This is an optimization exercise on Yosys and OpenROAD, whose aim is small area, a short achievable clock period and few clock cycles, not a production implementation.
Power and IR drop assume default switching activity.

==> flow/design.v <==
module layer1(
input clk,
input reset_n,
input waitrequest,
input readdatavalid,
input [15:0] readdata,
output chipselect,
output [1:0] byteenable,
output reg read_n,
output reg write_n,
output reg [15:0] writedata,
output reg [31:0] address,
input ready,
output reg done
);
	localparam K  = 8;           
	localparam KW = 3;           
	localparam M  = 7;           
	localparam MW = 3;           
	localparam [10:0] IC0   = 11'd992;    
	localparam [10:0] ICEND = 11'd1776;   
	localparam [6:0]  Q0    = 7'd40;      
	localparam [6:0]  QEND  = 7'd65;      
	localparam [17:0] WB0   = 18'd400;    
	localparam [17:0] ROW   = 18'd784;    
	assign chipselect = 1'b1;
	assign byteenable = 2'b11;
	reg run;                  
	reg fin;                  
	reg clr;                  
	reg wph;                  
	reg rq_img, rq_wt, rq_wr;
	wire active = rq_img | rq_wt | rq_wr;
	wire acc_ok = active & ~waitrequest;
	reg [10:0] ic;            
	reg [6:0]  q;             
	reg [17:0] wb;            
	reg [KW-1:0] kk;          
	reg [MW-1:0] ahead;       
	reg [MW-1:0] avail;       
	reg [M-1:0]  mk;
	wire [M+1:0] mkx = {mk, 2'b00};
	wire mk_cur  = mkx[avail + 1];
	wire mk_nxt  = mkx[avail];
	reg [7:0] tg;
	reg [3:0] nq;             
	wire [8:0] tgx = {tg, 1'b0};
	reg [15:0] acc [0:K-1];
	wire last_k = &kk;
	wire zc   = (avail != 0) & ~mk_cur;
	wire bc   = rq_wt & last_k & acc_ok;
	wire cons = zc | bc;
	reg rdv_q, rtg_q;
	reg [15:0] rd_q;
	wire img_resp = rdv_q & rtg_q;
	wire wt_resp  = rdv_q & ~rtg_q;
	wire nz = |rd_q;
	wire av1      = (avail != 0);
	wire av2      = (avail > 1);
	wire cons_pre = rq_wt ? last_k : (av1 & ~mk_cur);
	wire nxt_nz   = av2 & mk_nxt;
	wire nxt_wt   = rq_wt ? (~last_k | nxt_nz) : (av1 & (mk_cur | nxt_nz));
	wire ic_end   = rq_img ? (ic == ICEND - 1) : (ic == ICEND);
	wire ahead_ok = (rq_img & ~cons_pre) ? (ahead < M - 1) :
	                (~rq_img & cons_pre) ? 1'b1 : (ahead < M);
	wire nxt_img  = ~nxt_wt & ~ic_end & ahead_ok;
	wire slot = ~active | ~waitrequest;
	wire pass_end = run & ~wph & ~active & (ic == ICEND) & (ahead == 0) &
	                (nq == 0) & ~rdv_q;
	reg [17:0] wb_step;
	always @(*) begin
		if (rq_wt & last_k)
			wb_step = 18'd1 - ROW * (K - 1);
		else if (rq_wt | rq_wr)
			wb_step = ROW;
		else
			wb_step = 18'd1;
	end
	wire [17:0] wb_sum = wb + wb_step;
	wire [15:0] acc_sum = acc[0] + rd_q;
	wire wb_en = (rq_wt & acc_ok) | (rq_wr & acc_ok & ~last_k) | (~rq_wt & ~rq_wr & zc);
	integer j;
	always @(posedge clk) begin
		if (!reset_n) begin
			run <= 1'b0;
			fin <= 1'b0;
			clr <= 1'b0;
			wph <= 1'b0;
			rq_img <= 1'b0;
			rq_wt <= 1'b0;
			rq_wr <= 1'b0;
		end else if (!run) begin
			if (fin) begin
				if (!ready) fin <= 1'b0;
			end else if (ready) begin
				run <= 1'b1;
				clr <= 1'b1;
				wph <= 1'b0;
			end
		end else begin
			if (clr) begin
				if (last_k) begin
					clr <= 1'b0;
					rq_img <= 1'b1;
				end
			end else if (slot) begin
				if (wph) begin
					if (last_k) begin
						wph <= 1'b0;
						rq_wr <= 1'b0;
						if (q == QEND - 1) begin
							run <= 1'b0;
							fin <= 1'b1;
						end else begin
							rq_img <= 1'b1;
						end
					end
				end else if (pass_end) begin
					wph <= 1'b1;
					rq_wr <= 1'b1;
				end else begin
					rq_wt <= nxt_wt;
					rq_img <= nxt_img;
				end
			end
		end
	end
	always @(posedge clk) begin
		if (!run) begin
			ic <= IC0;
			q <= Q0;
			wb <= WB0;
			kk <= 0;
			ahead <= 0;
			avail <= 0;
			nq <= 0;
		end else begin
			if (rq_img & acc_ok)
				ic <= ic + 1'b1;
			else if (wph & acc_ok & last_k)
				ic <= IC0;
			if (rq_wr & acc_ok & last_k)
				q <= q + 1'b1;
			if (wb_en)
				wb <= wb_sum;
			if (((rq_wt | rq_wr) & acc_ok) | clr)
				kk <= kk + 1'b1;
			ahead <= ahead + (rq_img & acc_ok) - cons;
			avail <= avail + img_resp - cons;
			nq <= nq + ((rq_img | rq_wt) & acc_ok) - readdatavalid;
		end
	end
	always @(posedge clk) begin
		if ((rq_img | rq_wt) & acc_ok)
			tg <= {tg[6:0], rq_img};
		rdv_q <= readdatavalid & run;
		rtg_q <= tgx[nq];
		rd_q <= readdata;
		if (img_resp)
			mk <= {mk[M-2:0], nz};
	end
	always @(posedge clk) begin
		if (wt_resp | clr | (rq_wr & acc_ok)) begin
			for (j = 0; j < K - 1; j = j + 1)
				acc[j] <= acc[j + 1];
			acc[K - 1] <= wt_resp ? acc_sum : 16'd0;
		end
	end
	always @(*) begin
		read_n = ~(rq_img | rq_wt);
		write_n = ~rq_wr;
		address = ({32{rq_img}} & {12'd0, 8'h92, ic, 1'b0}) |
		          ({32{rq_wt}}  & {13'd0, wb, 1'b0}) |
		          ({32{rq_wr}}  & {12'd0, 9'hC3, q, kk, 1'b0});
		writedata = acc[0];
		done = fin & ready;
	end
endmodule
export LEC_CHECK = 0
export ABC_CLOCK_PERIOD_IN_PS = 2500
export CAP_MARGIN = 20
export CORE_MARGIN = 2
export CORE_UTILIZATION = 40
export PLACE_DENSITY = 0.6
export SETUP_SLACK_MARGIN = 2.4
export SLEW_MARGIN = 20
create_clock -name core_clock -period 5.0 [get_ports {clk}]
run.sh (not shown) runs the stock make flow with config.mk's settings and CLKGATE_MAP_FILE= SYNTH_SCRIPT=/design/flow/synth_recipe.tcl, a recipe that flattens the netlist after the stock synthesis.
Rerun with:
--- a/flow/design.v
+++ b/flow/design.v
@@ -37,49 +37,51 @@
 	reg [17:0] wb;            
 	reg [KW-1:0] kk;          
 	reg [MW-1:0] ahead;       
 	reg [MW-1:0] avail;       
 	reg [M-1:0]  mk;
-	wire [M+1:0] mkx = {mk, 2'b00};
-	wire mk_cur  = mkx[avail + 1];
-	wire mk_nxt  = mkx[avail];
+	wire mk_cur  = mk[0];
+	wire mk_nxt  = mk[1];
 	reg [7:0] tg;
 	reg [3:0] nq;             
 	wire [8:0] tgx = {tg, 1'b0};
 	reg [15:0] acc [0:K-1];
 	wire last_k = &kk;
 	wire zc   = (avail != 0) & ~mk_cur;
 	wire bc   = rq_wt & last_k & acc_ok;
 	wire cons = zc | bc;
-	reg rdv_q, rtg_q;
-	reg [15:0] rd_q;
-	wire img_resp = rdv_q & rtg_q;
-	wire wt_resp  = rdv_q & ~rtg_q;
-	wire nz = |rd_q;
+	wire rtg      = tgx[nq];
+	wire img_resp = readdatavalid & rtg;
+	wire wt_resp  = readdatavalid & ~rtg;
+	wire nz = |readdata;
 	wire av1      = (avail != 0);
+	wire [MW-1:0] ahead_inc = ahead + 1'b1;
+	wire [MW-1:0] ahead_dec = ahead - 1'b1;
+	wire [MW-1:0] avail_inc = avail + 1'b1;
+	wire [MW-1:0] avail_dec = avail - 1'b1;
 	wire av2      = (avail > 1);
 	wire cons_pre = rq_wt ? last_k : (av1 & ~mk_cur);
 	wire nxt_nz   = av2 & mk_nxt;
 	wire nxt_wt   = rq_wt ? (~last_k | nxt_nz) : (av1 & (mk_cur | nxt_nz));
 	wire ic_end   = rq_img ? (ic == ICEND - 1) : (ic == ICEND);
 	wire ahead_ok = (rq_img & ~cons_pre) ? (ahead < M - 1) :
 	                (~rq_img & cons_pre) ? 1'b1 : (ahead < M);
 	wire nxt_img  = ~nxt_wt & ~ic_end & ahead_ok;
 	wire slot = ~active | ~waitrequest;
 	wire pass_end = run & ~wph & ~active & (ic == ICEND) & (ahead == 0) &
-	                (nq == 0) & ~rdv_q;
+	                (nq == 0);
 	reg [17:0] wb_step;
 	always @(*) begin
 		if (rq_wt & last_k)
 			wb_step = 18'd1 - ROW * (K - 1);
 		else if (rq_wt | rq_wr)
 			wb_step = ROW;
 		else
 			wb_step = 18'd1;
 	end
 	wire [17:0] wb_sum = wb + wb_step;
-	wire [15:0] acc_sum = acc[0] + rd_q;
+	wire [15:0] acc_sum = acc[0] + readdata;
 	wire wb_en = (rq_wt & acc_ok) | (rq_wr & acc_ok & ~last_k) | (~rq_wt & ~rq_wr & zc);
 	integer j;
 	always @(posedge clk) begin
 		if (!reset_n) begin
 			run <= 1'b0;
@@ -143,23 +145,31 @@
 				q <= q + 1'b1;
 			if (wb_en)
 				wb <= wb_sum;
 			if (((rq_wt | rq_wr) & acc_ok) | clr)
 				kk <= kk + 1'b1;
-			ahead <= ahead + (rq_img & acc_ok) - cons;
-			avail <= avail + img_resp - cons;
+			if ((rq_img & acc_ok) & ~cons)
+				ahead <= ahead_inc;
+			else if (~(rq_img & acc_ok) & cons)
+				ahead <= ahead_dec;
+			if (img_resp & ~cons)
+				avail <= avail_inc;
+			else if (~img_resp & cons)
+				avail <= avail_dec;
 			nq <= nq + ((rq_img | rq_wt) & acc_ok) - readdatavalid;
 		end
 	end
 	always @(posedge clk) begin
 		if ((rq_img | rq_wt) & acc_ok)
 			tg <= {tg[6:0], rq_img};
-		rdv_q <= readdatavalid & run;
-		rtg_q <= tgx[nq];
-		rd_q <= readdata;
-		if (img_resp)
-			mk <= {mk[M-2:0], nz};
+		for (j = 0; j < M; j = j + 1) begin
+			if (cons)
+				mk[j] <= (img_resp && avail == j + 1) ? nz :
+				         (j == M - 1) ? 1'b0 : mk[j + 1];
+			else if (img_resp && avail == j)
+				mk[j] <= nz;
+		end
 	end
 	always @(posedge clk) begin
 		if (wt_resp | clr | (rq_wr & acc_ok)) begin
 			for (j = 0; j < K - 1; j = j + 1)
 				acc[j] <= acc[j + 1];
Outcome: Hold slack barely changes. Count of clock-buffer cells in the layout came out lower by 12. Wire length came out higher by 5.4%. Via count came out higher by 7.4%. Sequential cell count came out lower by 18. Synthesized area hardly moves. Sequential share of layout area came out lower by 3.6 points. Cell count came out higher by 4.4%. Sequential power came out higher by about 3%. Clock skew came out lower by 9.3 ps. Total power came out lower by about 7%. Non-clock buffer count came out higher by 14. Critical path depth came out lower by 1.
No run of this note included a check of the RTL's function; only the layout flow was run.

re-timing with driven ports:
No port has a modelled driver above. Below, the same layouts with a new extraction and two added sets of constraints.
Step 1 sets driving cells, clkbuf_16 on the clock port and buf_2 on the other inputs (assumed; they add their load-dependent delay and slew).
Step 2 times the ports against the registers' clock, not the clock port: input delays grow and output delays shrink by t, the midpoint of the rising clock arrivals with the driver on.
a / b / c = ideal / step 1 / step 2; a / b = the first two.
run	shift t [ns]	slack for setup (ns)	worst setup path after step 2	cell pins on the clock port's net
the first run	0.551	2.291 / 2.244 / 2.051	input to register	1
the second run	0.480	2.403 / 2.359 / 2.005	input to register	1
After both steps every run listed still meets setup and hold. For the second run, which loses most, drivers alone change the setup slack by -0.044 ns; drivers and shift together by -0.398 ns.
